Source: an optimization exercise on an open RTL-to-GDS flow (aim: small area, a short achievable clock period and few clock cycles). Production flows keep margins and buffers that such runs may drop.
At most, simulation tests tie the RTL to the original design; equivalence was not proved.
Function not checked in run 7: the RTL went through the layout flow alone.
Power figures rest on the tool's default switching activity, not on a simulated workload.

## design/flow/flow/run.sh

```bash
#!/bin/bash
set -euo pipefail
bash standard.sh 'BUFFER_PORTS_ARGS=-buffer_cell sky130_fd_sc_hd__buf_1' \
  'CTS_ARGS=-sink_clustering_enable -repair_clock_nets -buf_list sky130_fd_sc_hd__clkbuf_8 -sink_clustering_size 40 -dont_use_dummy_load' \
  finish > make.log 2>&1
```

## design/flow/standard.sh

```bash
#!/bin/bash
# synth_recipe.tcl (not shown) runs the flow's synth.tcl, then flattens the netlist and writes it again
# the make line also repeats each setting of config.mk as NAME=value (left out here)
make -C /OpenROAD-flow-scripts/flow DESIGN_CONFIG=/design/flow/config.mk WORK_HOME=/design/flow/orfs CLKGATE_MAP_FILE= SYNTH_SCRIPT=/design/flow/synth_recipe.tcl "${@:-finish}"
```

## design/flow/config.mk

```make
export PLATFORM = sky130hd
export DESIGN_NAME = registers
export DESIGN_NICKNAME = registers
export VERILOG_FILES = /design/flow/design.v
export SDC_FILE = /design/flow/constraint.sdc
export NUM_CORES = 4
export LEC_CHECK = 0
export ABC_AREA = 1
export CAP_MARGIN = 20
export CORE_AREA = 10 10 150 150
export CTS_BUF_LIST = sky130_fd_sc_hd__clkbuf_8
export CTS_CLUSTER_SIZE = 40
export DIE_AREA = 0 0 160 160
export PLACE_DENSITY = 0.5
export SETUP_SLACK_MARGIN = 2.2
export SLEW_MARGIN = 20
export TNS_END_PERCENT = 5
```

## design/flow/constraint.sdc

```tcl
create_clock -name core_clock -period 4.0 [get_ports {axi_clk}]
set_input_delay 0.8000 -clock core_clock [delete_from_list [all_inputs] [get_ports {axi_clk}]]
set_output_delay 0.8000 -clock core_clock [all_outputs]
set_load 0.01 [all_outputs]
```

## design/flow/design.v

```verilog
module registers (
	input				axi_clk,
	input		[11:0]	h2f_axi_awid,
	input		[29:0]	h2f_axi_awaddr,
	input				h2f_axi_awvalid,
	output	reg			h2f_axi_awready,
	input		[31:0]	h2f_axi_wdata,
	input		[3:0]	h2f_axi_wstrb,
	input				h2f_axi_wlast,
	input				h2f_axi_wvalid,
	output	reg			h2f_axi_wready,
	output		[11:0]	h2f_axi_bid,
	output		[1:0]	h2f_axi_bresp,
	output	reg			h2f_axi_bvalid,
	input				h2f_axi_bready,
	input		[11:0]	h2f_axi_arid,
	input		[29:0]	h2f_axi_araddr,
	input		[3:0]	h2f_axi_arlen,
	input				h2f_axi_arvalid,
	output	reg			h2f_axi_arready,
	output		[11:0]	h2f_axi_rid,
	output	reg	[31:0]	h2f_axi_rdata,
	output		[1:0]	h2f_axi_rresp,
	output	reg			h2f_axi_rlast,
	output	reg			h2f_axi_rvalid,
	input				h2f_axi_rready,
	input		[31:0]	reg_fpga_rev,
	input				reg_sw1_4,
	input				reg_sw1_3,
	input				reg_sw1_2,
	input				reg_sw1_1,
	output	reg			reg_jp3_4,
	output	reg			reg_jp3_3,
	output	reg			reg_jp3_2,
	output	reg			reg_jp3_1,
	output	reg			reg_led_8,
	output	reg			reg_led_7,
	output	reg			reg_led_6,
	input				reg_led_5,
	output	reg	[20:1]	reg_jp5,
	output	reg	[6:1]	reg_jp4_rxn,
	output	reg	[6:1]	reg_jp4_rxp,
	output	reg	[6:1]	reg_jp4_txn,
	output	reg	[6:1]	reg_jp4_txp,
	input				axi_rst
);
	assign h2f_axi_bresp = 2'b00;
	assign h2f_axi_rresp = 2'b00;
	reg		[11:0]	oid;
	assign h2f_axi_bid = oid;
	assign h2f_axi_rid = oid;
	reg				dir;		 
	reg				wact;		 
	reg				wfirst;		 
	reg				wbuf;		 
	reg				wapply;		 
	reg				bpend;		 
	reg				eng;		 
	reg				eng_new;	 
	reg		[4:0]	addr;		 
	reg		[3:0]	aux;		 
	reg		[11:0]	xid;		 
	reg		[3:0]	esel;		 
	wire aw_hs = h2f_axi_awvalid & h2f_axi_awready;
	wire w_hs  = h2f_axi_wvalid  & h2f_axi_wready;
	wire ar_hs = h2f_axi_arvalid & h2f_axi_arready;
	wire hs_id = aw_hs | ar_hs;
	wire [11:0] id_in = dir ? h2f_axi_arid : h2f_axi_awid;
	wire [3:0] hstb = {h2f_axi_rdata[31], h2f_axi_rdata[30], h2f_axi_rdata[23], h2f_axi_rdata[22]};
	wire [31:0] wcap = {h2f_axi_wstrb[3], h2f_axi_wstrb[2], h2f_axi_wdata[29:24],
	                    h2f_axi_wstrb[1], h2f_axi_wstrb[0], h2f_axi_wdata[21:0]};
	wire wk     = w_hs & (wact | aw_hs);		 
	wire lone_w = w_hs & ~wact & ~aw_hs;		 
	wire hb     = wbuf & aw_hs;					 
	wire bgen   = (wk & h2f_axi_wlast) | (hb & aux[0]);
	wire ob_free = ~h2f_axi_bvalid | h2f_axi_bready;
	wire wact_n   = (wact | aw_hs) & ~bgen;
	wire wfirst_n = aw_hs ? ~(w_hs | wbuf) : (wfirst & ~w_hs);
	wire wbuf_n   = (wbuf & ~aw_hs) | lone_w;
	wire wapply_n = wk | hb;
	wire bpend_n  = (bpend | bgen) & ~ob_free;
	wire bvalid_n = bgen | bpend | (h2f_axi_bvalid & ~h2f_axi_bready);
	wire out_free = ~h2f_axi_rvalid | h2f_axi_rready;
	wire rload    = (ar_hs | eng) & out_free;		 
	wire [3:0] rrem = eng ? aux : h2f_axi_arlen;
	wire [4:0] ra = h2f_axi_araddr[6:2];
	wire [3:0] adec = {ra == 5'd3, ra == 5'd2, ra == 5'd1, ra == 5'd0};
	wire [3:0] sel = eng ? esel : adec;
	wire [4:0] addr1 = addr + 5'd1;
	wire rfirst   = ar_hs | eng_new;
	wire eng_n    = rload ? (rrem != 4'd0) : (eng | ar_hs);
	wire eng_new_n = ~rload & (eng_new | ar_hs);
	wire rvalid_n = rload | (h2f_axi_rvalid & ~h2f_axi_rready);
	wire [31:0] w1 = {12'b0, reg_sw1_4, reg_sw1_3, reg_sw1_2, reg_sw1_1, 4'b0,
	                  reg_jp3_4, reg_jp3_3, reg_jp3_2, reg_jp3_1, 4'b0,
	                  reg_led_8, reg_led_7, reg_led_6, reg_led_5};
	wire [31:0] w2 = {12'b0, reg_jp5};
	wire [31:0] w3 = {2'b0, reg_jp4_rxn, 2'b0, reg_jp4_rxp, 2'b0, reg_jp4_txn, 2'b0, reg_jp4_txp};
	wire [3:0] rs = sel & {4{rload}};
	wire rs_w = ~rload & w_hs;
	wire rs_h = ~rload & ~w_hs;
	wire [31:0] rdata_n = ({32{rs[0]}} & reg_fpga_rev) | ({32{rs[1]}} & w1) |
	                      ({32{rs[2]}} & w2) | ({32{rs[3]}} & w3) |
	                      ({32{rs_w}} & wcap) | ({32{rs_h}} & h2f_axi_rdata);
	wire wbusy_n = wact_n | wbuf_n | bpend_n | bvalid_n | wapply_n;
	wire rbusy_n = rvalid_n | eng_n;
	wire wbusy   = wact | wbuf | bpend | h2f_axi_bvalid | wapply;
	wire rbusy   = h2f_axi_rvalid | eng;
	wire dir_n   = wbusy_n ? 1'b0 :
	               rbusy_n ? 1'b1 :
	               wbusy   ? 1'b1 :
	               rbusy   ? 1'b0 :
	               dir     ? ~(h2f_axi_awvalid | h2f_axi_wvalid) :
	                         h2f_axi_arvalid;
	wire widle_n = ~wact_n & ~bpend_n & ~rbusy_n & ~dir_n;
	always @(posedge axi_clk) begin
		if (axi_rst) begin
			dir             <= 1'b0;
			wact            <= 1'b0;
			wfirst          <= 1'b0;
			wbuf            <= 1'b0;
			wapply          <= 1'b0;
			bpend           <= 1'b0;
			eng             <= 1'b0;
			eng_new         <= 1'b0;
			h2f_axi_bvalid  <= 1'b0;
			h2f_axi_rvalid  <= 1'b0;
			h2f_axi_awready <= 1'b0;
			h2f_axi_wready  <= 1'b0;
			h2f_axi_arready <= 1'b0;
		end else begin
			dir             <= dir_n;
			wact            <= wact_n;
			wfirst          <= wfirst_n;
			wbuf            <= wbuf_n;
			wapply          <= wapply_n;
			bpend           <= bpend_n;
			eng             <= eng_n;
			eng_new         <= eng_new_n;
			h2f_axi_bvalid  <= bvalid_n;
			h2f_axi_rvalid  <= rvalid_n;
			h2f_axi_awready <= widle_n;
			h2f_axi_wready  <= wact_n | (widle_n & ~wbuf_n);
			h2f_axi_arready <= ~eng_n & ~wbusy_n & dir_n;
		end
	end
	always @(posedge axi_clk) begin
		if (aw_hs)
			addr <= h2f_axi_awaddr[6:2];
		else if (w_hs & ~wfirst & wact)
			addr <= addr1;
		else if (ar_hs)
			addr <= ra;
		else if (rload & ~eng_new)
			addr <= addr1;
		if (ar_hs)
			esel <= out_free ? {adec[2:0], ra == 5'd31} : adec;
		else if (rload)
			esel <= {esel[2:0], eng_new ? addr == 5'd31 : addr == 5'd30};
		if (lone_w)
			aux[0] <= h2f_axi_wlast;
		else if (dir)
			aux <= rload ? rrem - 4'd1 : rrem;
		if (hs_id)
			xid <= id_in;
		if ((bgen | bpend) & ob_free | rload & rfirst)
			oid <= hs_id ? id_in : xid;
		h2f_axi_rdata <= rdata_n;
		if (rload)
			h2f_axi_rlast <= (rrem == 4'd0);
	end
	wire wr1 = wapply & (addr == 5'd1);
	wire wr2 = wapply & (addr == 5'd2);
	wire wr3 = wapply & (addr == 5'd3);
	wire [31:0] wd1 = h2f_axi_rdata | {32{axi_rst}};		 
	wire [11:8] wd0 = h2f_axi_rdata[11:8] & {4{~axi_rst}};	 
	always @(posedge axi_clk) begin
		if (wr1 & hstb[1] | axi_rst) {reg_jp3_4, reg_jp3_3, reg_jp3_2, reg_jp3_1} <= wd0[11:8];
		if (wr1 & hstb[0] | axi_rst) {reg_led_8, reg_led_7, reg_led_6} <= wd1[3:1];
		if (wr2 & hstb[2] | axi_rst) reg_jp5[20:17] <= wd1[19:16];
		if (wr2 & hstb[1] | axi_rst) reg_jp5[16:9]  <= wd1[15:8];
		if (wr2 & hstb[0] | axi_rst) reg_jp5[8:1]   <= wd1[7:0];
		if (wr3 & hstb[3] | axi_rst) reg_jp4_rxn <= wd1[29:24];
		if (wr3 & hstb[2] | axi_rst) reg_jp4_rxp <= wd1[21:16];
		if (wr3 & hstb[1] | axi_rst) reg_jp4_txn <= wd1[13:8];
		if (wr3 & hstb[0] | axi_rst) reg_jp4_txp <= wd1[5:0];
	end
endmodule
```

==> results.py, run 1 <==
metrics = {
    "run_status": {
        "status": "timing/DRC/antenna clean",
    },
    "synthesis": {
        "synth_top_area_share_pct": 37.7,
        "yosysTopAreaCell": "edfxtp_1",
        "async_flop_share_pct": 0,
        "synth-seq-area-share_pct": 56.3,
        "synth_top_family_by_area": "simple AND/OR/NAND/NOR gates",
        "syn_area_per_cell_sq_um": 8.94,
        "ys_warn_count": 1,
        "ys_top_cells_by_count": "nand2_1, nand3_1, edfxtp_1",
        "syn_area_sq_um": 6130,
        "ys.flop_type": "edfxtp_1",
        "ys_seq_elements": 134,
        "netlist_instances": 686,
        "synth_enable_flop_cells": 77,
        "synthSimpleGateAreaFrac_pct": 25.4,
        "synth_xor_area_share_pct": 0.714,
        "synth.area.top_cells": "edfxtp_1, dfxtp_1, nand2_1",
        "synth_most_common_cell": "nand2_1",
        "yosys.area_share.adder_pct": 0.816,
        "yosys.cell_types.count": 38,
        "synthMuxAreaShare_pct": 0,
        "synth_compound_area_share_pct": 7.96,
    },
    "floorplan": {
        "die_w_microns": 160,
        "pin_count": 286,
        "die_y_microns": 160,
        "dieArea_sq_um": 25600,
        "coreArea_sq_um": 19400,
        "row_count": 51,
        "initial_core_util_pct": 31.6,
    },
    "global_routing": {
        "grt_pass1_vias": 5645,
        "grt_pass1_wl_microns": 32700,
        "grt_remaining_overflow": 0,
        "grt_usage_pct": 16.3,
        "grt_max_degree": 33,
        "antenna_found_initial": 0,
    },
    "worst_setup_path": {
        "critical_path_class": "primary input to flip-flop",
        "r2r_start": "addr[0]",
        "rr_worst_depth": 6,
        "r2r_end": "reg_jp5[8]",
        "worst_setup_path_end_kind": "flip-flop",
        "arrival_ns": 1.95,
        "crit_path_max_fanout": 12,
        "cp_data_required_time_ns": 4.08,
        "crit_path_start_kind": "primary input",
        "r2r_slack_ns": 2.26,
    },
    "min_path": {
        "min_path_cells": 2,
        "hold_end": "xid[10]",
        "hold_start": "xid[10]",
        "min_path_type": "flip-flop to flip-flop",
    },
    "sta": {
        "period_minus_slack_ns": 1.87,
        "rsz0062_at_grt": "true",
        "tightest_slew_ns": 0.749,
        "maxSlewViolCount": 0,
        "setup_ws_ns": 2.13,
        "tns_ns": 0,
        "hold_viol": 0,
        "post-route-period-util_pct": 46.8,
        "fmax_mhz": 534,
        "relSlewSlack_pct": 49.9,
        "clock_skew_ns": 0.0273,
        "setup_viol": 0,
    },
    "run": {
        "max-cap-violations": 0,
    },
    "final_layout": {
        "nFillCells": 2090,
        "regArea_sq_um": 3460,
        "finalNetCount": 1083,
        "num_antenna_cells": 0,
        "multi_input_area_sq_um": 2270,
        "area_growth_pct": 23.8,
        "drive_gt1_share_pct": 9.14,
    },
    "detailed_routing": {
        "first_iter_violations": 314,
        "viasPerCell": 4.67,
        "firstDrtPassIters": 4,
        "vias": 5474,
        "wl_per_cell_microns": 18.4,
        "ant_nets": 0,
        "wl_microns": 21600,
        "drcViolationCount": 0,
    },
    "clock_network": {
        "cts_tree": "built",
        "cts.sinks": 134,
        "cts_buffers": 17,
        "holdBufCountCts": 0,
        "h-tree-depth": 4,
        "cts_root_buf": "clkbuf_8",
        "clk_latency_ns": 0.44,
        "clk_pin_slew_worst_paths_ns": 0.07,
        "clock_path_buffers": 2,
    },
    "placement": {
        "place.gp.congestion": 0.808,
        "place_ws_ns": 1.17,
        "hpwl_microns": 15900,
        "numPortBuffers": 227,
    },
    "pwr": {
        "p_leak_nw": 2.93,
        "ir_drop_uv": 221,
        "power_density_nw_per_um2": 644,
    },
}
timing repair:
| action | CTS | global route |
|---|---|---|
| resized for setup | 25 | 4 |
| setup endpoints to repair | 204 | 224 |
| hold endpoints to repair | 0 | 0 |
| pin swaps | 1 | 3 |
| gates cloned | 1 | 1 |
| buffers inserted | 3 | 8 |
per-layer routing:
layer  track usage, %  up-vias  part of all wire (%)  wire (microns)
li1                 -     2729                     -               -
met1             19.3     2568                    43            9250
met2             28.1      161                    51           11000
met3             4.34       16                   5.4            1160
met4             4.80        0                  0.91             196
met5                0        -                     0               0
sequential cells by signal, indices dropped and copies added (netlist names), 4 cells and up:
signal	flops
reg_jp4_rxn	6
oid	12
aux	4
reg_jp4_txp	6
xid	12
reg_jp4_rxp	6
reg_jp5	20
reg_jp4_txn	6
esel	4
addr	5
h2f_axi_rdata	32
cells by family after synthesis:
family                     after synthesis
other                                    1
DFF                                    134
buffers and inverters                  110
xor gates and xnor gates                 5
AOI/OAI and AO/OA                       84
adders and majority gates                4
and+or+nand+nor                        348
critical path, stage by stage:
cell and delay, ns:
buf_1 0.09, nand2_1 0.19, inv_1 0.18, nand3_1 0.11
nand3_1 0.17, o21ai_0 0.18, o21ai_4 0.22
final cells by class:
cell class	count	area share [%]
Sequential cell	134	45.6
Multi-Input combinational cell	446	29.9
Timing Repair Buffer	247	13.8
Tap cell	265	4.37
Inverter	63	3.26
Clock buffer	17	3.08
Timing Repair inverter	1	0.0660
layout by cell type, fill, tap and decap left out, drive strengths merged, types with 2 or more instances in the layout:
cell type / instances
a21oi: 25
a31oi: 14
and2: 3
buf: 247
clkbuf: 17
clkinvlp: 2
conb: 4
dfxtp: 57
edfxtp: 77
ha: 4
inv: 61
nand2: 172
nand3: 85
nand4: 22
nor2: 43
nor3: 6
o2111ai: 2
o211ai: 5
o21a: 2
o21ai: 35
or2: 16
xor2: 4
stage by stage:
stage | utilization (%) | hold slack, ns | instances | cell area (sq um) | total power, mW
floorplan | - | 0.462 | 689 | 6160 | 3.37
global placement | 36.7 | 0.466 | 1142 | 7120 | 3.99
detailed placement | 36.7 | 0.474 | 1143 | 7130 | 3.99
CTS | 38.6 | 0.486 | 1164 | 7480 | 4.93
global route | 39.1 | 0.497 | 1173 | 7590 | 5.25
finish | 39.1 | 0.487 | 1173 | 7590 | 4.89
where the power goes:
group	internal (mW)	switching [mW]
Clock	0.374	0.456
Sequential	1.97	0.248
Combinational	0.588	1.26
Total	2.93	1.96
worst max-delay path by stage:
stage | start | end
CTS | addr[0] | reg_jp4_txn[2]
global route | h2f_axi_arvalid | addr[0]
detailed placement | h2f_axi_arvalid | h2f_axi_rdata[2]
floorplan | h2f_axi_awvalid | oid[0]
global placement | h2f_axi_arvalid | h2f_axi_rdata[2]
finish | h2f_axi_wvalid | oid[9]
Testbench counts, summed over its fixed seeds: cycles 12,061.
==> run 2: changes to the inputs <==
--- a/design/flow/config.mk
+++ b/design/flow/config.mk
@@ -14,4 +14,4 @@
 export PLACE_DENSITY = 0.5
 export SETUP_SLACK_MARGIN = 2.2
 export SLEW_MARGIN = 20
-export TNS_END_PERCENT = 5
+export TNS_END_PERCENT = 50
==> run 2 against run 1 <==
Against the previous run: largest cell class unchanged; via count grew 0.44%; largest power group unchanged; routed wire length shrank 2.5%; critical path type is now flip-flop to output port; synthesized area is the same.
==> results.py, run 2 <==
metrics = {
    "global_routing": {
        "grt_usage_pct": 16.0,
        "grt_remaining_overflow": 0,
        "grt_pass1_vias": 5566,
        "grt_max_degree": 33,
        "antenna_found_initial": 0,
        "grt_pass1_wl_microns": 32100,
    },
    "sta": {
        "clock_skew_ns": 0.0322,
        "holdWs_ns": 0.483,
        "fmax_mhz": 544,
        "post-route-period-util_pct": 45.9,
        "relSlewSlack_pct": 59.0,
        "setup_viol": 0,
        "maxSlewViolCount": 0,
        "period_minus_slack_ns": 1.84,
        "tns_ns": 0,
        "hold_viol": 0,
        "tightest_slew_ns": 0.615,
        "rsz0062_at_grt": "true",
    },
    "final_layout": {
        "largestRegisters": "h2f_axi_rdata (32), reg_jp5 (20)",
        "layout_common_cells": "buf_1, nand2_1, nand3_1",
        "fin_area_sq_um": 7700,
        "largest_reg_flops": 32,
        "finalNetCount": 1086,
        "final_common_cell": "buf_1",
        "final_cells": 1176,
        "regMostFlops": "h2f_axi_rdata",
        "num_antenna_cells": 0,
        "drive_gt1_share_pct": 13.5,
        "nFillCells": 2064,
        "area_growth_pct": 25.6,
    },
    "placement": {
        "hpwl_microns": 15400,
        "place.gp.congestion": 0.813,
        "placed_area_sq_um": 7150,
        "dp_cells": 1144,
        "numPortBuffers": 227,
    },
    "worst_setup_path": {
        "rr_worst_depth": 5,
        "r2r_end": "reg_jp4_txp[4]",
        "worst_setup_path_end_kind": "output port",
        "arrival_ns": 1.04,
        "r2r_start": "addr[0]",
        "crit_path_max_fanout": 2,
        "slowest_delay_ns": 0.44,
        "worst-path-buf-inv": 1,
        "critical_path_class": "flip-flop to output port",
        "cp_slowest_cell": "edfxtp_1",
        "cp_data_required_time_ns": 3.20,
        "r2r_slack_ns": 2.29,
        "path_cells": "clkbuf_2",
        "crit_path_start_kind": "flip-flop",
        "crit_family": "flip-flops",
    },
    "synthesis": {
        "ys.flop_type": "edfxtp_1",
        "synth-seq-area-share_pct": 56.3,
        "yosys.cell_types.count": 38,
        "synth.area.top_cells": "edfxtp_1, dfxtp_1, nand2_1",
        "yosysTopAreaCell": "edfxtp_1",
        "syn_area_per_cell_sq_um": 8.94,
        "synth_enable_flop_cells": 77,
        "ys_top_cells_by_count": "nand2_1, nand3_1, edfxtp_1",
        "synth_top_area_share_pct": 37.7,
        "netlist_instances": 686,
        "synth_most_common_cell": "nand2_1",
        "syn_area_sq_um": 6130,
        "ys_seq_elements": 134,
        "async_flop_share_pct": 0,
        "ys_warn_count": 1,
    },
    "floorplan": {
        "dieArea_sq_um": 25600,
        "pin_count": 286,
        "die_y_microns": 160,
        "initial_core_util_pct": 31.6,
        "die_w_microns": 160,
        "coreArea_sq_um": 19400,
        "row_count": 51,
    },
    "detailed_routing": {
        "wl_microns": 21100,
        "wl_per_cell_microns": 17.9,
        "first_iter_violations": 373,
        "ant_nets": 0,
        "drcViolationCount": 0,
        "firstDrtPassIters": 6,
        "viasPerCell": 4.68,
        "vias": 5498,
    },
    "min_path": {
        "min_path_cells": 2,
        "hold_start": "reg_jp5[16]",
        "min_path_type": "flip-flop to flip-flop",
        "hold_end": "h2f_axi_rdata[15]",
    },
    "clock_network": {
        "h-tree-depth": 4,
        "holdBufCountCts": 0,
        "clk_latency_ns": 0.44,
        "cts_tree": "built",
        "clk_pin_slew_worst_paths_ns": 0.08,
        "cts.sinks": 134,
        "cts_buffers": 17,
        "cts_root_buf": "clkbuf_8",
        "clock_path_buffers": 2,
    },
    "pwr": {
        "power_density_nw_per_um2": 642,
        "p_total_mw": 4.94,
        "ir_drop_uv": 259,
        "p_leak_nw": 3.07,
    },
    "run_status": {
        "status": "timing/DRC/antenna clean",
    },
    "run": {
        "max-cap-violations": 0,
    },
}
## run 2: worst max path at each step
stage / from / endpoint / slack, ns / depth (start not counted)
after global routing: reg_jp5[11] / reg_jp5[11] / 2.11 / 1
after CTS: addr[0] / reg_jp4_txp[4] / 2.07 / 4
after floorplan: axi_rst / reg_jp5[10] / 2.17 / 3
final: reg_jp5[11] / reg_jp5[11] / 2.16 / 1
after detailed placement: h2f_axi_araddr[5] / h2f_axi_rdata[3] / 1.32 / 10
after global placement: h2f_axi_araddr[5] / h2f_axi_rdata[3] / 1.36 / 10
## run 2: stage by stage
step,worst slack (ns),utilization [%]
detailed placement,1.32,36.9
CTS,2.07,38.8
global placement,1.36,36.9
floorplan,2.17,-
global route,2.11,39.7
finish,2.16,39.7
## run 2: power by group
| group | internal [mW] | switching, mW | leakage (nW) |
|---|---|---|---|
| Clock | 0.374 | 0.445 | 0.122 |
| Sequential | 1.97 | 0.245 | 1.20 |
| Combinational | 0.642 | 1.26 | 1.75 |
## run 2: cell type report
class                   instances  area [sq um]  area share, %
inverters                      63           246           3.20
clock buffers                  17           234           3.04
well taps                     265           332           4.31
repair buffers                251          1120           14.5
multi-input cells             446          2300           29.9
flip-flops and latches        134          3460           45.0
## run 2: kinds of logic after synthesis
logic type | synth area share, %
fa+ha+maj | 0.816
buf+inv | 8.71
compound gates | 7.96
other cells | 0.0612
simple gates | 25.4
xor+xnor | 0.714
flops | 56.3
## run 2: timing repair
action | CTS | global route
setup buffers | 6 | 8
resized for setup | 19 | 53
pin swaps | 1 | 4
cloned | 1 | 0
setup endpoints to repair | 168 | 195
## run 2: layer usage
metal	wire length, microns	vias up	track usage, %	part of all wire, %
met1	9560	2553	20.0	45
met4	263	0	4.26	1.2
met3	1350	17	4.63	6.4
met5	0	-	0	0
li1	-	2730	-	-
met2	9880	198	26.3	47
==> run 3: changes to the inputs <==
--- a/design/flow/config.mk
+++ b/design/flow/config.mk
@@ -12,6 +12,6 @@
 export CTS_CLUSTER_SIZE = 40
 export DIE_AREA = 0 0 160 160
 export PLACE_DENSITY = 0.5
-export SETUP_SLACK_MARGIN = 2.2
+export SETUP_SLACK_MARGIN = 2.3
 export SLEW_MARGIN = 20
-export TNS_END_PERCENT = 50
+export TNS_END_PERCENT = 20
==> run 3 against run 2 <==
Against the previous run: still clean; sequential power is essentially flat; flip-flop and latch count stayed put; synthesized area stayed put; final area rose by 1.8%; die area did not move; sequential share of layout area shrank 0.65 points; cell count grew 0.77%; combinational power is 3% higher; critical path depth stayed put; largest cell class unchanged.
==> results.py, run 3 <==
metrics = {
    "synthesis": {
        "synth_enable_flop_cells": 77,
        "ys_warn_count": 1,
        "yosys.cell_types.count": 38,
        "synth_most_common_cell": "nand2_1",
        "synth-seq-area-share_pct": 56.3,
        "ys_top_cells_by_count": "nand2_1, nand3_1, edfxtp_1",
        "syn_area_per_cell_sq_um": 8.94,
        "ys_seq_elements": 134,
        "synth_top_area_share_pct": 37.7,
        "netlist_instances": 686,
        "ys.flop_type": "edfxtp_1",
        "synth.area.top_cells": "edfxtp_1, dfxtp_1, nand2_1",
        "syn_area_sq_um": 6130,
        "async_flop_share_pct": 0,
        "yosysTopAreaCell": "edfxtp_1",
    },
    "final_layout": {
        "num_antenna_cells": 0,
        "drive_gt1_share_pct": 15.0,
        "largest_reg_flops": 32,
        "area_growth_pct": 27.8,
        "final_util_pct": 40.4,
        "fin_area_sq_um": 7840,
        "final_cells": 1185,
        "layout_common_cells": "buf_1, nand2_1, nand3_1",
        "final_common_cell": "buf_1",
        "largestRegisters": "h2f_axi_rdata (32), reg_jp5 (20)",
        "regMostFlops": "h2f_axi_rdata",
        "finalNetCount": 1095,
    },
    "sta": {
        "period_minus_slack_ns": 1.85,
        "tns_ns": 0,
        "rsz0062_at_grt": "true",
        "post-route-period-util_pct": 46.2,
        "setup_ws_ns": 2.15,
        "holdWs_ns": 0.461,
        "setup_viol": 0,
        "clock_skew_ns": 0.0319,
        "fmax_mhz": 541,
        "hold_viol": 0,
        "relSlewSlack_pct": 49.4,
        "tightest_slew_ns": 0.757,
        "maxSlewViolCount": 0,
    },
    "run": {
        "max-cap-violations": 0,
    },
    "clock_network": {
        "cts_root_buf": "clkbuf_8",
        "cts.sinks": 134,
        "cts_buffers": 17,
        "h-tree-depth": 4,
        "clk_pin_slew_worst_paths_ns": 0.09,
        "clock_path_buffers": 2,
        "clk_latency_ns": 0.45,
        "cts_tree": "built",
    },
    "pwr": {
        "p_total_mw": 5.04,
        "power_density_nw_per_um2": 643,
        "power_frac_seq_pct": 44.4,
        "p_int_mw": 3.05,
        "ir_drop_uv": 230,
        "pwr-share-comb_pct": 39.0,
        "switchingPower_mw": 1.99,
        "p_leak_nw": 3.11,
        "p_sw_share_pct": 39.4,
        "clkPwrFrac_pct": 16.6,
    },
    "worst_setup_path": {
        "cp_slowest_cell": "edfxtp_1",
        "cp_data_required_time_ns": 3.20,
        "path_cells": "clkbuf_2",
        "crit_path_start_kind": "flip-flop",
        "worstSetupPathDepth": 1,
        "rr_worst_depth": 4,
        "slowest_delay_ns": 0.45,
        "worst-path-buf-inv": 1,
        "crit_family": "flip-flops",
        "arrival_ns": 1.05,
        "crit_path_max_fanout": 2,
        "worst_setup_path_end_kind": "output port",
        "critical_path_class": "flip-flop to output port",
    },
    "detailed_routing": {
        "drcViolationCount": 0,
        "vias": 5550,
        "firstDrtPassIters": 7,
        "wl_per_cell_microns": 18.0,
        "wl_microns": 21300,
        "ant_nets": 0,
        "viasPerCell": 4.68,
        "first_iter_violations": 295,
    },
    "placement": {
        "hpwl_microns": 15800,
        "place.gp.congestion": 0.815,
        "placed_area_sq_um": 7180,
        "dp_cells": 1144,
        "numPortBuffers": 227,
        "place_ws_ns": 1.32,
    },
    "min_path": {
        "min_path_cells": 2,
        "min_path_type": "flip-flop to flip-flop",
    },
    "floorplan": {
        "coreArea_sq_um": 19400,
        "initial_core_util_pct": 31.6,
        "die_y_microns": 160,
        "row_count": 51,
        "pin_count": 286,
        "dieArea_sq_um": 25600,
        "die_w_microns": 160,
    },
    "global_routing": {
        "antenna_found_initial": 0,
        "grt_usage_pct": 15.9,
        "grt_max_degree": 33,
        "grt_pass1_vias": 5523,
        "grt_pass1_wl_microns": 32200,
        "grt_remaining_overflow": 0,
    },
    "run_status": {
        "status": "timing/DRC/antenna clean",
    },
}
run 3: cell counts after synthesis:
Identical to the previous run, type by type.
run 3: power groups by stage:
stage | sequential (mW) | clock, mW | combinational, mW
after detailed placement | 2.25 | 0 | 1.79
final | 2.23 | 0.836 | 1.97
after global placement | 2.25 | 0 | 1.78
after CTS | 2.22 | 0.869 | 1.89
after global routing | 2.28 | 0.919 | 2.20
after floorplan | 2.29 | 0 | 1.11
run 3: kinds of logic after synthesis:
family                     after synthesis  share of synthesized area, %
other                                    1                        0.0612
xor gates and xnor gates                 5                         0.714
AOI/OAI and AO/OA                       84                          7.96
DFF                                    134                          56.3
and+or+nand+nor                        348                          25.4
adders and majority gates                4                         0.816
buffers and inverters                  110                          8.71
run 3: layout make-up:
class | count | area [sq um]
clock buffers | 17 | 234
multi-input cells | 445 | 2310
fillers | 2082 | 11600
repair buffers | 261 | 1230
inverters | 63 | 253
flip-flops and latches | 134 | 3470
well taps | 265 | 332
run 3: layer usage:
metal  GRT usage [%]  wire length (microns)
met4            4.59                    346
met3            4.99                   1420
met1            19.6                   9400
met2            26.3                  10200
met5               0                      0
run 3: what timing repair did:
item,4_1_cts,5_1_grt
hold buffers,0,0
setup buffers,9,15
gates resized for setup,27,64
setup endpoints to repair,230,231
pin swaps,3,1
run 3: path summary, 6_finish.rpt:
kind | startpoint | end | slack, ns
worst max-delay path | reg_jp3_2 | reg_jp3_2 | 2.15
worst min-delay path | reg_jp5[2] | h2f_axi_rdata[1] | 0.46
worst max register to register | dir | oid[0] | 2.32
worst min register to register | reg_jp5[2] | h2f_axi_rdata[1] | 0.46
==> run 4: changes to the inputs <==
--- a/design/flow/config.mk
+++ b/design/flow/config.mk
@@ -12,6 +12,6 @@
 export CTS_CLUSTER_SIZE = 40
 export DIE_AREA = 0 0 160 160
 export PLACE_DENSITY = 0.5
-export SETUP_SLACK_MARGIN = 2.3
+export SETUP_SLACK_MARGIN = 2.25
 export SLEW_MARGIN = 20
 export TNS_END_PERCENT = 20
==> run 4 against run 3 <==
Against the previous run: still clean; combinational power hardly changed; register-to-register slack hardly changed; die area stayed put; critical path type unchanged; critical endpoint is now reg_jp4_txn[1].
==> results.py, run 4 <==
metrics = {
    "final_layout": {
        "final_common_cell": "buf_1",
        "num_antenna_cells": 0,
        "final_util_pct": 40.2,
        "regMostFlops": "h2f_axi_rdata",
        "layout_common_cells": "buf_1, nand2_1, nand3_1",
        "final_cells": 1186,
        "largestRegisters": "h2f_axi_rdata (32), reg_jp5 (20)",
        "fin_area_sq_um": 7800,
        "largest_reg_flops": 32,
        "finalNetCount": 1096,
        "drive_gt1_share_pct": 12.9,
        "area_growth_pct": 27.2,
    },
    "synthesis": {
        "synth_enable_flop_cells": 77,
        "synth-seq-area-share_pct": 56.3,
        "ys_warn_count": 1,
        "ys_top_cells_by_count": "nand2_1, nand3_1, edfxtp_1",
        "ys_seq_elements": 134,
        "ys.flop_type": "edfxtp_1",
        "syn_area_per_cell_sq_um": 8.94,
        "synth_most_common_cell": "nand2_1",
        "yosys.cell_types.count": 38,
        "yosysTopAreaCell": "edfxtp_1",
        "netlist_instances": 686,
        "synth.area.top_cells": "edfxtp_1, dfxtp_1, nand2_1",
        "async_flop_share_pct": 0,
        "syn_area_sq_um": 6130,
        "synth_top_area_share_pct": 37.7,
    },
    "pwr": {
        "p_total_mw": 5.03,
        "power_frac_seq_pct": 44.3,
        "power_density_nw_per_um2": 645,
        "pwr-share-comb_pct": 39.2,
        "ir_drop_uv": 275,
        "p_sw_share_pct": 39.8,
        "clkPwrFrac_pct": 16.5,
        "p_leak_nw": 3.04,
        "p_int_mw": 3.03,
        "switchingPower_mw": 2.00,
    },
    "floorplan": {
        "coreArea_sq_um": 19400,
        "initial_core_util_pct": 31.6,
        "die_y_microns": 160,
        "dieArea_sq_um": 25600,
        "row_count": 51,
        "die_w_microns": 160,
        "pin_count": 286,
    },
    "sta": {
        "tightest_slew_ns": 0.737,
        "setup_viol": 0,
        "tns_ns": 0,
        "relSlewSlack_pct": 50.8,
        "rsz0062_at_grt": "true",
        "period_minus_slack_ns": 1.84,
        "hold_viol": 0,
        "maxSlewViolCount": 0,
        "fmax_mhz": 542,
        "clock_skew_ns": 0.0298,
        "post-route-period-util_pct": 46.1,
    },
    "global_routing": {
        "grt_remaining_overflow": 0,
        "grt_max_degree": 29,
        "grt_pass1_vias": 5531,
        "antenna_found_initial": 0,
        "grt_pass1_wl_microns": 32700,
        "grt_usage_pct": 16.1,
    },
    "detailed_routing": {
        "wl_microns": 21400,
        "vias": 5602,
        "viasPerCell": 4.72,
        "drcViolationCount": 0,
        "firstDrtPassIters": 5,
        "ant_nets": 0,
        "first_iter_violations": 301,
        "wl_per_cell_microns": 18.0,
    },
    "clock_network": {
        "cts.sinks": 134,
        "clock_path_buffers": 2,
        "h-tree-depth": 4,
        "clk_pin_slew_worst_paths_ns": 0.08,
        "cts_root_buf": "clkbuf_8",
        "cts_tree": "built",
        "cts_buffers": 17,
        "clk_latency_ns": 0.44,
    },
    "placement": {
        "place.gp.congestion": 0.807,
        "hpwl_microns": 15600,
        "placed_area_sq_um": 7190,
        "numPortBuffers": 227,
        "dp_cells": 1146,
    },
    "worst_setup_path": {
        "critical_path_class": "flip-flop to output port",
        "crit_family": "flip-flops",
        "worst_setup_path_end_kind": "output port",
        "crit_path_max_fanout": 2,
        "crit_path_start_kind": "flip-flop",
        "cp_slowest_cell": "edfxtp_1",
        "path_cells": "clkbuf_2",
        "arrival_ns": 1.04,
        "slowest_delay_ns": 0.44,
        "worst-path-buf-inv": 1,
        "cp_data_required_time_ns": 3.20,
    },
    "run": {
        "max-cap-violations": 0,
    },
    "run_status": {
        "status": "timing/DRC/antenna clean",
    },
    "min_path": {
        "min_path_type": "flip-flop to flip-flop",
    },
}
==> run 4: worst reg2reg max path, cell delays in order (launching register included) <==
cell	delay, ns
dfxtp_4	0.37
buf_4	0.25
nand2_1	0.09
o21a_1	0.12
inv_1	0.08
ha_1	0.14
inv_1	0.05
nor3_2	0.19
a21boi_1	0.12
and2_1	0.15
==> run 4: kinds of logic after synthesis <==
group	share of synthesized area (%)
buf+inv	8.71
simple gates	25.4
xor+xnor	0.714
fa+ha+maj	0.816
flops	56.3
compound gates	7.96
other cells	0.0612
==> run 4: metrics by stage <==
| step | hold WS [ns] | setup WS (ns) |
|---|---|---|
| after floorplan | 0.462 | 2.17 |
| after global placement | 0.459 | 1.31 |
| after detailed placement | 0.467 | 1.32 |
| after CTS | 0.464 | 2.04 |
| after global routing | 0.473 | 2.10 |
| final | 0.471 | 2.16 |
==> run 4: cell type report <==
cell class	count	area, sq um
Timing Repair Buffer	261	1180
Tap cell	265	332
Sequential cell	134	3470
Fill cell	2077	11600
Multi-Input combinational cell	446	2330
Inverter	63	255
Clock buffer	17	234
==> run 4: final timing paths <==
path                   from               end  slack (ns)  depth (start not counted)
max          reg_jp4_txn[1]    reg_jp4_txn[1]        2.16                          1
min              reg_jp5[2]  h2f_axi_rdata[1]        0.47                          2
max reg2reg             eng               eng        2.33                          9
min reg2reg      reg_jp5[2]  h2f_axi_rdata[1]        0.47                          2
==> run 4: power groups by stage <==
stage	clock (mW)	combinational, mW	sequential (mW)
floorplan	0	1.11	2.29
global placement	0	1.78	2.25
detailed placement	0	1.79	2.25
CTS	0.862	1.92	2.22
global route	0.921	2.21	2.28
finish	0.832	1.97	2.23
==> run 4: layer usage <==
layer	wire (microns)	global-route usage [%]
met5	0	0
met4	243	3.76
met3	1570	4.60
met2	9900	26.3
met1	9660	20.6
==> run 4: repair_timing <==
item                       CTS  global route
resized for setup           25            40
hold buffers                 0             0
pin swaps                    2             2
setup buffers                8            14
gates cloned                 1             0
setup endpoints to repair  216           220
==> run 5: changes to the inputs <==
--- a/design/flow/config.mk
+++ b/design/flow/config.mk
@@ -6,12 +6,12 @@
 export NUM_CORES = 4
 export LEC_CHECK = 0
 export ABC_AREA = 1
-export CAP_MARGIN = 20
+export CAP_MARGIN = 0
 export CORE_AREA = 10 10 150 150
 export CTS_BUF_LIST = sky130_fd_sc_hd__clkbuf_8
 export CTS_CLUSTER_SIZE = 40
 export DIE_AREA = 0 0 160 160
 export PLACE_DENSITY = 0.5
-export SETUP_SLACK_MARGIN = 2.25
-export SLEW_MARGIN = 20
+export SETUP_SLACK_MARGIN = 2.2
+export SLEW_MARGIN = 0
 export TNS_END_PERCENT = 20
==> run 5 against run 4 <==
Against the previous run: still clean; register-to-register slack worse by 0.13 ns; count of clock-buffer cells in the layout stayed put; routed wire length is 1.6% lower; via count is 2.0% lower; synthesized area stayed put; final area is 2.5% lower.
==> results.py, run 5 <==
metrics = {
    "global_routing": {
        "globalRouteMet1Util_pct": 20.1,
        "grt_pass1_vias": 5555,
        "antenna_found_initial": 0,
        "grt_remaining_overflow": 0,
        "grt_usage_pct": 16.0,
        "met3_usage_pct": 4.63,
        "grt_max_degree": 33,
        "grtUsageMet2_pct": 26.3,
        "grt_pass1_wl_microns": 32100,
        "busiest_layer": "met2",
    },
    "pwr": {
        "ir_drop_uv": 248,
        "p_total_mw": 4.90,
        "power_density_nw_per_um2": 644,
        "p_leak_nw": 2.96,
    },
    "synthesis": {
        "ys_warn_count": 1,
        "yosys.cell_types.count": 38,
        "syn_area_sq_um": 6130,
        "synthMuxAreaShare_pct": 0,
        "async_flop_share_pct": 0,
        "ys_seq_elements": 134,
        "synth_xor_area_share_pct": 0.714,
        "synthSimpleGateAreaFrac_pct": 25.4,
        "synth-seq-area-share_pct": 56.3,
        "netlist_instances": 686,
        "yosysTopAreaCell": "edfxtp_1",
        "syn_area_per_cell_sq_um": 8.94,
        "synth_compound_area_share_pct": 7.96,
        "synth.area.top_cells": "edfxtp_1, dfxtp_1, nand2_1",
        "ys_top_cells_by_count": "nand2_1, nand3_1, edfxtp_1",
        "yosys.area_share.adder_pct": 0.816,
        "synth_enable_flop_cells": 77,
        "synth_top_family_by_area": "simple AND/OR/NAND/NOR gates",
        "ys.flop_type": "edfxtp_1",
        "synth_top_area_share_pct": 37.7,
        "synth_most_common_cell": "nand2_1",
    },
    "clock_network": {
        "clk_latency_ns": 0.44,
        "cts_buffers": 17,
        "cts_root_buf": "clkbuf_8",
        "cts.sinks": 134,
        "clk_pin_slew_worst_paths_ns": 0.08,
        "clock_path_buffers": 2,
        "h-tree-depth": 4,
        "holdBufCountCts": 0,
        "cts_tree": "built",
    },
    "sta": {
        "rsz0062_at_grt": "true",
        "tns_ns": 0,
        "setup_viol": 0,
        "maxSlewViolCount": 0,
        "post-route-period-util_pct": 46.1,
        "setup_ws_ns": 2.16,
        "period_minus_slack_ns": 1.84,
        "relSlewSlack_pct": 54.4,
        "holdWs_ns": 0.480,
        "clock_skew_ns": 0.0330,
        "fmax_mhz": 543,
        "tightest_slew_ns": 0.677,
        "hold_viol": 0,
    },
    "final_layout": {
        "finalNetCount": 1084,
        "num_antenna_cells": 0,
        "largestRegisters": "h2f_axi_rdata (32), reg_jp5 (20)",
        "regMostFlops": "h2f_axi_rdata",
        "fin_area_sq_um": 7610,
        "layout_common_cells": "buf_1, nand2_1, nand3_1",
        "largest_reg_flops": 32,
        "area_growth_pct": 24.1,
        "drive_gt1_share_pct": 9.57,
        "final_common_cell": "buf_1",
    },
    "detailed_routing": {
        "drcViolationCount": 0,
        "first_iter_violations": 432,
        "wl_per_cell_microns": 17.9,
        "vias": 5488,
        "wl_microns": 21000,
        "viasPerCell": 4.67,
        "firstDrtPassIters": 5,
        "ant_nets": 0,
    },
    "floorplan": {
        "dieArea_sq_um": 25600,
        "coreArea_sq_um": 19400,
        "die_w_microns": 160,
        "die_y_microns": 160,
        "row_count": 51,
        "pin_count": 286,
        "initial_core_util_pct": 31.6,
    },
    "placement": {
        "place_ws_ns": 1.32,
        "hpwl_microns": 15400,
        "place.gp.congestion": 0.813,
        "placed_area_sq_um": 7150,
        "numPortBuffers": 227,
    },
    "worst_setup_path": {
        "worst-path-buf-inv": 1,
        "path_cells": "buf_1",
        "arrival_ns": 1.04,
        "cp_data_required_time_ns": 3.20,
        "crit_family": "flip-flops",
        "cp_slowest_cell": "edfxtp_1",
        "worst_setup_path_end_kind": "output port",
        "crit_path_start_kind": "flip-flop",
        "slowest_delay_ns": 0.45,
        "crit_path_max_fanout": 2,
        "critical_path_class": "flip-flop to output port",
    },
    "run": {
        "max-cap-violations": 0,
    },
    "run_status": {
        "status": "timing/DRC/antenna clean",
    },
    "min_path": {
        "min_path_type": "flip-flop to flip-flop",
    },
}
[run 5: cell counts after synthesis]
Identical to the previous run, type by type.
[run 5: timing repair]
action | CTS | global route
endpoints found under the setup margin | 168 | 196
setup buffers | 4 | 8
cloned | 1 | 0
pin swaps | 1 | 4
gates resized for setup | 18 | 10
endpoints found under the hold margin | 0 | 0
[run 5: layout make-up]
| cell class | instances | area (sq um) |
|---|---|---|
| repair buffers | 249 | 1050 |
| well taps | 265 | 332 |
| flip-flops and latches | 134 | 3460 |
| multi-input cells | 446 | 2290 |
| clock buffers | 17 | 234 |
| inverters | 63 | 241 |
| fillers | 2074 | 11800 |
[run 5: cells by family after synthesis]
group,count (synthesis)
xor gates and xnor gates,5
AOI/OAI and AO/OA,84
DFF,134
adders and majority gates,4
other,1
buffers and inverters,110
and+or+nand+nor,348
[run 5: per-layer routing]
metal	wire length [microns]	vias up
met1	9460	2534
met3	1410	17
met5	0	-
li1	-	2731
met2	9890	206
met4	267	0
[run 5: metrics by stage]
step	cells	utilization, %
finish	1174	39.2
CTS	1166	38.7
detailed placement	1144	36.9
global placement	1144	36.9
global route	1174	39.2
floorplan	689	-
[run 5: path summary, 6_finish.rpt]
| kind | startpoint | endpoint | slack [ns] | cells after the start |
|---|---|---|---|---|
| min | reg_jp5[10] | h2f_axi_rdata[9] | 0.48 | 2 |
| max reg2reg | addr[2] | reg_jp3_3 | 2.20 | 3 |
| max | reg_jp5[11] | reg_jp5[11] | 2.16 | 1 |
| min reg2reg | reg_jp5[10] | h2f_axi_rdata[9] | 0.48 | 2 |
[run 5: report_power, final]
part	switching, mW	internal [mW]
combinational	1.26	0.608
sequential	0.246	1.96
clock	0.448	0.374
total	1.95	2.95
==> run 6: changes to the inputs <==
==> design/flow/flow/run.sh (replaced) <==
#!/bin/bash
set -euo pipefail
bash standard.sh 'BUFFER_PORTS_ARGS=-buffer_cell sky130_fd_sc_hd__buf_1' \
  'CTS_ARGS=-sink_clustering_enable -repair_clock_nets -buf_list sky130_fd_sc_hd__clkbuf_8 -sink_clustering_size 40 -dont_use_dummy_load' \
  MATCH_CELL_FOOTPRINT=0 finish > make.log 2>&1
--- a/design/flow/config.mk
+++ b/design/flow/config.mk
@@ -6,12 +6,12 @@
 export NUM_CORES = 4
 export LEC_CHECK = 0
 export ABC_AREA = 1
-export CAP_MARGIN = 0
+export CAP_MARGIN = 20
 export CORE_AREA = 10 10 150 150
 export CTS_BUF_LIST = sky130_fd_sc_hd__clkbuf_8
 export CTS_CLUSTER_SIZE = 40
 export DIE_AREA = 0 0 160 160
 export PLACE_DENSITY = 0.5
 export SETUP_SLACK_MARGIN = 2.2
-export SLEW_MARGIN = 0
+export SLEW_MARGIN = 20
 export TNS_END_PERCENT = 20
==> run 6 against run 5 <==
Against the previous run: still clean; non-clock buffer count fell by 1; utilization barely moved; global-route usage barely moved; maximum frequency rose by 0.51%; die area did not move; count of clock-buffer cells in the layout did not move; clock skew barely moved; final area barely moved; first-iteration DRC count fell by 7.6%; critical path type unchanged; critical endpoint unchanged.
==> results.py, run 6 <==
metrics = {
    "worst_setup_path": {
        "worstSetupPathDepth": 1,
        "r2r_end": "reg_jp3_3",
        "path_cells": "buf_1",
        "slowest_delay_ns": 0.44,
        "worst-path-buf-inv": 1,
        "worst_setup_path_end_kind": "output port",
        "cp_slowest_cell": "edfxtp_1",
        "crit_path_max_fanout": 2,
        "crit_family": "flip-flops",
        "startpoint": "reg_jp5[11]",
        "endpoint": "reg_jp5[11]",
        "arrival_ns": 1.03,
        "r2r_start": "addr[2]",
        "rr_worst_depth": 3,
        "critical_path_class": "flip-flop to output port",
        "crit_path_start_kind": "flip-flop",
        "cp_data_required_time_ns": 3.20,
        "r2r_slack_ns": 2.25,
    },
    "sta": {
        "clock_skew_ns": 0.0331,
        "hold_viol": 0,
        "post-route-period-util_pct": 45.8,
        "rsz0062_at_grt": "true",
        "setup_viol": 0,
        "fmax_mhz": 545,
        "tightest_slew_ns": 0.614,
        "relSlewSlack_pct": 58.6,
        "maxSlewViolCount": 0,
        "period_minus_slack_ns": 1.83,
        "tns_ns": 0,
    },
    "synthesis": {
        "ys_top_cells_by_count": "nand2_1, nand3_1, edfxtp_1",
        "netlist_instances": 686,
        "synth_most_common_cell": "nand2_1",
        "ys_warn_count": 1,
        "ys_seq_elements": 134,
        "synth-seq-area-share_pct": 56.3,
        "async_flop_share_pct": 0,
        "ys.flop_type": "edfxtp_1",
        "syn_area_sq_um": 6130,
        "synth.area.top_cells": "edfxtp_1, dfxtp_1, nand2_1",
        "yosysTopAreaCell": "edfxtp_1",
        "yosys.cell_types.count": 38,
        "synth_enable_flop_cells": 77,
        "synth_top_area_share_pct": 37.7,
        "syn_area_per_cell_sq_um": 8.94,
    },
    "clock_network": {
        "clk_latency_ns": 0.44,
        "cts.sinks": 134,
        "clock_path_buffers": 2,
        "h-tree-depth": 4,
        "clk_pin_slew_worst_paths_ns": 0.08,
        "holdBufCountCts": 0,
        "cts_buffers": 17,
        "cts_root_buf": "clkbuf_8",
        "cts_tree": "built",
    },
    "detailed_routing": {
        "ant_nets": 0,
        "viasPerCell": 4.67,
        "first_iter_violations": 399,
        "vias": 5482,
        "drcViolationCount": 0,
        "wl_per_cell_microns": 17.9,
        "wl_microns": 21000,
        "firstDrtPassIters": 6,
    },
    "placement": {
        "hpwl_microns": 15400,
        "place.gp.congestion": 0.813,
        "numPortBuffers": 227,
    },
    "final_layout": {
        "drive_gt1_share_pct": 9.47,
        "regMostFlops": "h2f_axi_rdata",
        "layout_common_cells": "buf_1, nand2_1, nand3_1",
        "final_common_cell": "buf_1",
        "area_growth_pct": 23.9,
        "largestRegisters": "h2f_axi_rdata (32), reg_jp5 (20)",
        "finalNetCount": 1083,
        "largest_reg_flops": 32,
        "num_antenna_cells": 0,
    },
    "run": {
        "max-cap-violations": 0,
    },
    "global_routing": {
        "antenna_found_initial": 0,
        "grt_remaining_overflow": 0,
        "globalRouteMet1Util_pct": 20.1,
        "grt_pass1_wl_microns": 32100,
        "grt_pass1_vias": 5561,
        "busiest_layer": "met2",
        "met3_usage_pct": 4.63,
        "grt_usage_pct": 16.0,
        "grt_max_degree": 33,
        "grtUsageMet2_pct": 26.4,
    },
    "pwr": {
        "power_density_nw_per_um2": 645,
        "p_total_mw": 4.90,
        "ir_drop_uv": 246,
        "p_leak_nw": 2.95,
    },
    "floorplan": {
        "die_y_microns": 160,
        "pin_count": 286,
        "initial_core_util_pct": 31.6,
        "row_count": 51,
        "coreArea_sq_um": 19400,
        "die_w_microns": 160,
        "dieArea_sq_um": 25600,
    },
    "run_status": {
        "status": "timing/DRC/antenna clean",
    },
    "min_path": {
        "min_path_type": "flip-flop to flip-flop",
    },
}
==> run 6: cell counts after synthesis <==
No cell type changed its count.
==> run 6: cell families (layout without fill, tap and decap cells) <==
group / after synthesis / count (layout) / synth area share [%]
other cells: 1 / 4 / 0.0612
simple gates: 348 / 348 / 25.4
xor+xnor: 5 / 5 / 0.714
buf+inv: 110 / 328 / 8.71
fa+ha+maj: 4 / 4 / 0.816
flops: 134 / 134 / 56.3
compound gates: 84 / 85 / 7.96
==> run 6: routing by layer <==
metal	wire [microns]	vias to the layer above	part of all wire, %
met3	1450	17	6.9
met5	0	-	0
met4	267	0	1.3
li1	-	2725	-
met2	9930	202	47
met1	9390	2538	45
==> run 6: worst min-delay path by stage <==
stage                           start                end  cells after the start
after floorplan                xid[0]             xid[0]                      2
after global placement    reg_jp5[16]  h2f_axi_rdata[15]                      2
after detailed placement  reg_jp5[10]   h2f_axi_rdata[9]                      2
after CTS                 reg_jp5[10]   h2f_axi_rdata[9]                      2
after global routing      reg_jp5[10]   h2f_axi_rdata[9]                      2
final                     reg_jp5[20]  h2f_axi_rdata[19]                      2
==> run 6: report_power, final <==
group          switching (mW)  internal, mW
registers               0.246          1.96
logic                    1.26         0.607
clock network           0.448         0.374
==> run 6: layout make-up <==
type | count | area, sq um
Sequential cell | 134 | 3460
Multi-Input combinational cell | 446 | 2290
Tap cell | 265 | 332
Clock buffer | 17 | 234
Inverter | 63 | 241
Timing Repair Buffer | 248 | 1050
Fill cell | 2072 | 11800
==> run 6: what timing repair did <==
action,in CTS,in global routing
pin swaps,1,4
cloned,1,0
setup endpoints to repair,168,196
resized for setup,18,10
buffers inserted,4,7
==> run 6: stage by stage <==
step / hold slack [ns] / setup slack [ns] / instance area (sq um) / std cells / utilization, %
global placement: 0.464 / 1.36 / 7150 / 1144 / 36.9
floorplan: 0.462 / 2.17 / 6190 / 689 / -
finish: 0.479 / 2.17 / 7600 / 1173 / 39.2
detailed placement: 0.460 / 1.32 / 7150 / 1144 / 36.9
global route: 0.509 / 2.05 / 7600 / 1173 / 39.2
CTS: 0.474 / 2.07 / 7500 / 1166 / 38.7
==> run 7: changes to the inputs <==
--- a/design/flow/design.v
+++ b/design/flow/design.v
@@ -60,7 +60,6 @@
 	reg		[4:0]	addr;		 
 	reg		[3:0]	aux;		 
 	reg		[11:0]	xid;		 
-	reg		[3:0]	esel;		 
 	wire aw_hs = h2f_axi_awvalid & h2f_axi_awready;
 	wire w_hs  = h2f_axi_wvalid  & h2f_axi_wready;
 	wire ar_hs = h2f_axi_arvalid & h2f_axi_arready;
@@ -85,8 +84,10 @@
 	wire [3:0] rrem = eng ? aux : h2f_axi_arlen;
 	wire [4:0] ra = h2f_axi_araddr[6:2];
 	wire [3:0] adec = {ra == 5'd3, ra == 5'd2, ra == 5'd1, ra == 5'd0};
-	wire [3:0] sel = eng ? esel : adec;
 	wire [4:0] addr1 = addr + 5'd1;
+	wire [4:0] ea = eng_new ? addr : addr1;		 
+	wire [3:0] edec = {ea == 5'd3, ea == 5'd2, ea == 5'd1, ea == 5'd0};
+	wire [3:0] sel = eng ? edec : adec;
 	wire rfirst   = ar_hs | eng_new;
 	wire eng_n    = rload ? (rrem != 4'd0) : (eng | ar_hs);
 	wire eng_new_n = ~rload & (eng_new | ar_hs);
@@ -153,10 +154,6 @@
 			addr <= ra;
 		else if (rload & ~eng_new)
 			addr <= addr1;
-		if (ar_hs)
-			esel <= out_free ? {adec[2:0], ra == 5'd31} : adec;
-		else if (rload)
-			esel <= {esel[2:0], eng_new ? addr == 5'd31 : addr == 5'd30};
 		if (lone_w)
 			aux[0] <= h2f_axi_wlast;
 		else if (dir)
==> design/flow/flow/run.sh (replaced) <==
#!/bin/bash
set -euo pipefail
bash standard.sh 'BUFFER_PORTS_ARGS=-buffer_cell sky130_fd_sc_hd__buf_1' \
  'CTS_ARGS=-sink_clustering_enable -repair_clock_nets -buf_list sky130_fd_sc_hd__clkbuf_8 -sink_clustering_size 40 -dont_use_dummy_load' \
  finish > make.log 2>&1
==> run 7 against run 6 <==
Against the previous run: still clean on timing, DRC and antenna; synthesized area shrank 0.37%; combinational power grew 2%; die area is the same; flip-flop and latch count shrank 4; routed wire length grew 1.2%; via count grew 1.3%; cell count grew 6.7%; global-route usage is essentially flat; critical path type is now flip-flop to flip-flop.
==> results.py, run 7 <==
metrics = {
    "run_status": {
        "status": "timing/DRC/antenna clean",
    },
    "final_layout": {
        "largestRegisters": "h2f_axi_rdata (32), reg_jp5 (20)",
        "largest_reg_flops": 32,
        "drive_gt1_share_pct": 14.6,
        "area_growth_pct": 32.7,
        "final_common_cell": "buf_1",
        "final_cells": 1252,
        "fin_area_sq_um": 8110,
        "layout_common_cells": "buf_1, nand2_1, inv_1",
        "num_antenna_cells": 0,
        "finalNetCount": 1162,
        "regMostFlops": "h2f_axi_rdata",
    },
    "detailed_routing": {
        "viasPerCell": 4.44,
        "first_iter_violations": 365,
        "wl_microns": 21300,
        "drcViolationCount": 0,
        "firstDrtPassIters": 5,
        "ant_nets": 0,
        "wl_per_cell_microns": 17.0,
        "vias": 5555,
    },
    "worst_setup_path": {
        "crit_path_start_kind": "flip-flop",
        "worst_setup_path_end_kind": "flip-flop",
        "endpoint": "h2f_axi_rdata[13]",
        "startpoint": "addr[0]",
        "r2r_slack_ns": 2.03,
        "cp_data_required_time_ns": 4.38,
        "critical_path_class": "flip-flop to flip-flop",
        "r2r_start": "addr[0]",
        "r2r_end": "h2f_axi_rdata[13]",
        "arrival_ns": 2.35,
        "rr_worst_depth": 11,
        "crit_path_max_fanout": 8,
    },
    "floorplan": {
        "row_count": 51,
        "pin_count": 286,
        "dieArea_sq_um": 25600,
        "die_y_microns": 160,
        "initial_core_util_pct": 31.5,
        "die_w_microns": 160,
        "coreArea_sq_um": 19400,
    },
    "synthesis": {
        "yosysTopAreaCell": "edfxtp_1",
        "syn_area_sq_um": 6110,
        "ys_top_cells_by_count": "nand2_1, inv_1, edfxtp_1",
        "netlist_instances": 738,
        "ys_warn_count": 1,
        "synth.area.top_cells": "edfxtp_1, dfxtp_1, nand2_1",
        "ys.flop_type": "edfxtp_1",
        "synth_enable_flop_cells": 73,
        "yosys.cell_types.count": 39,
        "synth-seq-area-share_pct": 54.6,
        "synth_top_area_share_pct": 35.9,
        "synth_most_common_cell": "nand2_1",
        "syn_area_per_cell_sq_um": 8.28,
        "async_flop_share_pct": 0,
        "ys_seq_elements": 130,
    },
    "clock_network": {
        "clk_pin_slew_worst_paths_ns": 0.09,
        "h-tree-depth": 4,
        "clock_path_buffers": 2,
        "cts_buffers": 17,
        "cts_tree": "built",
        "clk_latency_ns": 0.45,
        "cts.sinks": 130,
        "cts_root_buf": "clkbuf_8",
    },
    "global_routing": {
        "grt_usage_pct": 16.0,
        "grt_pass1_vias": 5782,
        "antenna_found_initial": 0,
        "grt_max_degree": 25,
        "grt_pass1_wl_microns": 32100,
        "grt_remaining_overflow": 0,
    },
    "sta": {
        "hold_viol": 0,
        "period_minus_slack_ns": 1.97,
        "setup_viol": 0,
        "fmax_mhz": 507,
        "clock_skew_ns": 0.0342,
        "rsz0062_at_grt": "true",
        "tightest_slew_ns": 0.747,
        "relSlewSlack_pct": 50.1,
        "maxSlewViolCount": 0,
        "tns_ns": 0,
        "post-route-period-util_pct": 49.3,
    },
    "placement": {
        "hpwl_microns": 15800,
        "dp_cells": 1201,
        "place.gp.congestion": 0.767,
        "placed_area_sq_um": 7190,
        "numPortBuffers": 227,
    },
    "pwr": {
        "power_density_nw_per_um2": 597,
        "p_leak_nw": 3.26,
        "p_total_mw": 4.84,
        "ir_drop_uv": 242,
    },
    "run": {
        "max-cap-violations": 0,
    },
    "min_path": {
        "hold_start": "reg_jp5[13]",
        "min_path_type": "flip-flop to flip-flop",
    },
}
## run 7: changes by cell type in the layout (fill, tap and decap cells not counted), moves of 12 or more
cell     before  now
nand2_2       6   25
buf_4        16   28
o21ai_0      26   39
nand4_1      22    8
inv_1        60   92
nor2_1       41   57
nand3_1      84   39
or2_2        15    1
nand2_1     162  196
## run 7: cell type report
cell class              count  area (sq um)
fillers                  2055         11300
flip-flops and latches    130          3340
well taps                 265           332
inverters                 102           399
multi-input cells         470          2520
repair buffers            268          1280
clock buffers              17           234
## run 7: timing repair
| item | 4_1_cts | 5_1_grt |
|---|---|---|
| setup buffers | 23 | 9 |
| hold buffers | 0 | 0 |
| pin swaps | 23 | 20 |
| cloned | 1 | 1 |
| gates resized for setup | 55 | 34 |
| setup endpoints to repair | 197 | 204 |
## run 7: per-stage QoR
step | utilization (%) | hold slack [ns] | setup WS, ns
after floorplan | - | 0.462 | 2.13
after global placement | 37.1 | 0.471 | 1.04
after detailed placement | 37.1 | 0.471 | 1.01
after CTS | 40.6 | 0.479 | 2.04
after global routing | 41.8 | 0.508 | 1.92
final | 41.8 | 0.479 | 2.03
## run 7: critical path, stage by stage (launching register included)
cell	delay [ns]
edfxtp_1	0.48
inv_2	0.12
ha_4	0.22
o21ai_4	0.17
o21bai_4	0.09
nor2_4	0.15
nand3_4	0.12
nor2_4	0.16
buf_12	0.13
clkbuf_16	0.15
nand2_2	0.04
nand3_1	0.07
## run 7: worst min path at each step
stage / endpoint / depth (start not counted)
finish: h2f_axi_rdata[12] / 2
global route: xid[10] / 2
CTS: h2f_axi_rdata[12] / 2
detailed placement: h2f_axi_rdata[5] / 2
global placement: h2f_axi_rdata[5] / 2
floorplan: xid[0] / 2
## run 7: logic make-up (layout without fill, tap and decap cells)
group | count (synthesis) | in the layout | synth area share, %
flip-flops | 130 | 130 | 54.6
other | 1 | 4 | 0.0614
adder cells (fa/ha/maj) | 4 | 4 | 0.819
AO/OA/AOI/OAI | 91 | 91 | 8.48
buffers and inverters | 142 | 387 | 10.3
XOR/XNOR | 3 | 3 | 0.430
AND/OR/NAND/NOR | 367 | 368 | 25.3
## run 7: metal layers
layer,wire length (microns),global-route usage (%),vias to the layer above,share of wire [%]
met5,0,0,-,0
met4,409,5.63,0,1.9
met3,1520,5.14,24,7.2
met2,9850,25.6,207,46
met1,9500,19.8,2478,45
li1,-,-,2846,-
## run 7: power by group
group / leakage (nW) / internal [mW] / total, mW / switching (mW)
clock: 0.122 / 0.373 / 0.819 / 0.446
combinational: 1.97 / 0.687 / 1.90 / 1.22
sequential: 1.16 / 1.88 / 2.12 / 0.244
total: 3.26 / 2.94 / 4.84 / 1.91

[port drivers added, routing unchanged]
The flow's constraints put no driver on any port. The routed layouts listed below were extracted and timed again, unchanged, in two steps. Step 1 (the two cells are an assumption about what drives the block):
set clk [get_ports {axi_clk}]
set_driving_cell -lib_cell sky130_fd_sc_hd__clkbuf_16 $clk
set_driving_cell -lib_cell sky130_fd_sc_hd__buf_2 [delete_from_list [all_inputs] $clk]
Step 2 adds t to the input delays and takes it off the output delays; t is the mean of the earliest and latest rising clock arrival at the registers after step 1. Input paths then give back, and output paths get back, about the clock's delay inside the block. Slacks: no drivers / after step 1 / after step 2; pairs: no drivers / after step 1.
run	t (ns)	slack for setup (ns)	hold slack, ns	clock arrival spread, ns
run 1	0.470	2.128 / 2.114 / 1.645	0.487 / 0.487 / 0.487	0.027 / 0.027
run 2	0.460	2.163 / 2.124 / 1.800	0.483 / 0.483 / 0.483	0.033 / 0.032
run 3	0.470	2.153 / 2.114 / 1.777	0.461 / 0.461 / 0.461	0.032 / 0.032
run 4	0.458	2.156 / 2.124 / 1.793	0.471 / 0.471 / 0.471	0.030 / 0.029
run 5	0.463	2.157 / 2.118 / 1.737	0.480 / 0.480 / 0.480	0.033 / 0.033
run 6	0.459	2.167 / 2.128 / 1.736	0.479 / 0.479 / 0.479	0.033 / 0.034
run 7	0.471	2.029 / 2.029 / 1.677	0.479 / 0.479 / 0.479	0.035 / 0.035
After both steps every run listed still meets setup and hold. The setup slack of run 1, which loses most, moves by -0.014 ns with the drivers and by -0.483 ns with both steps.
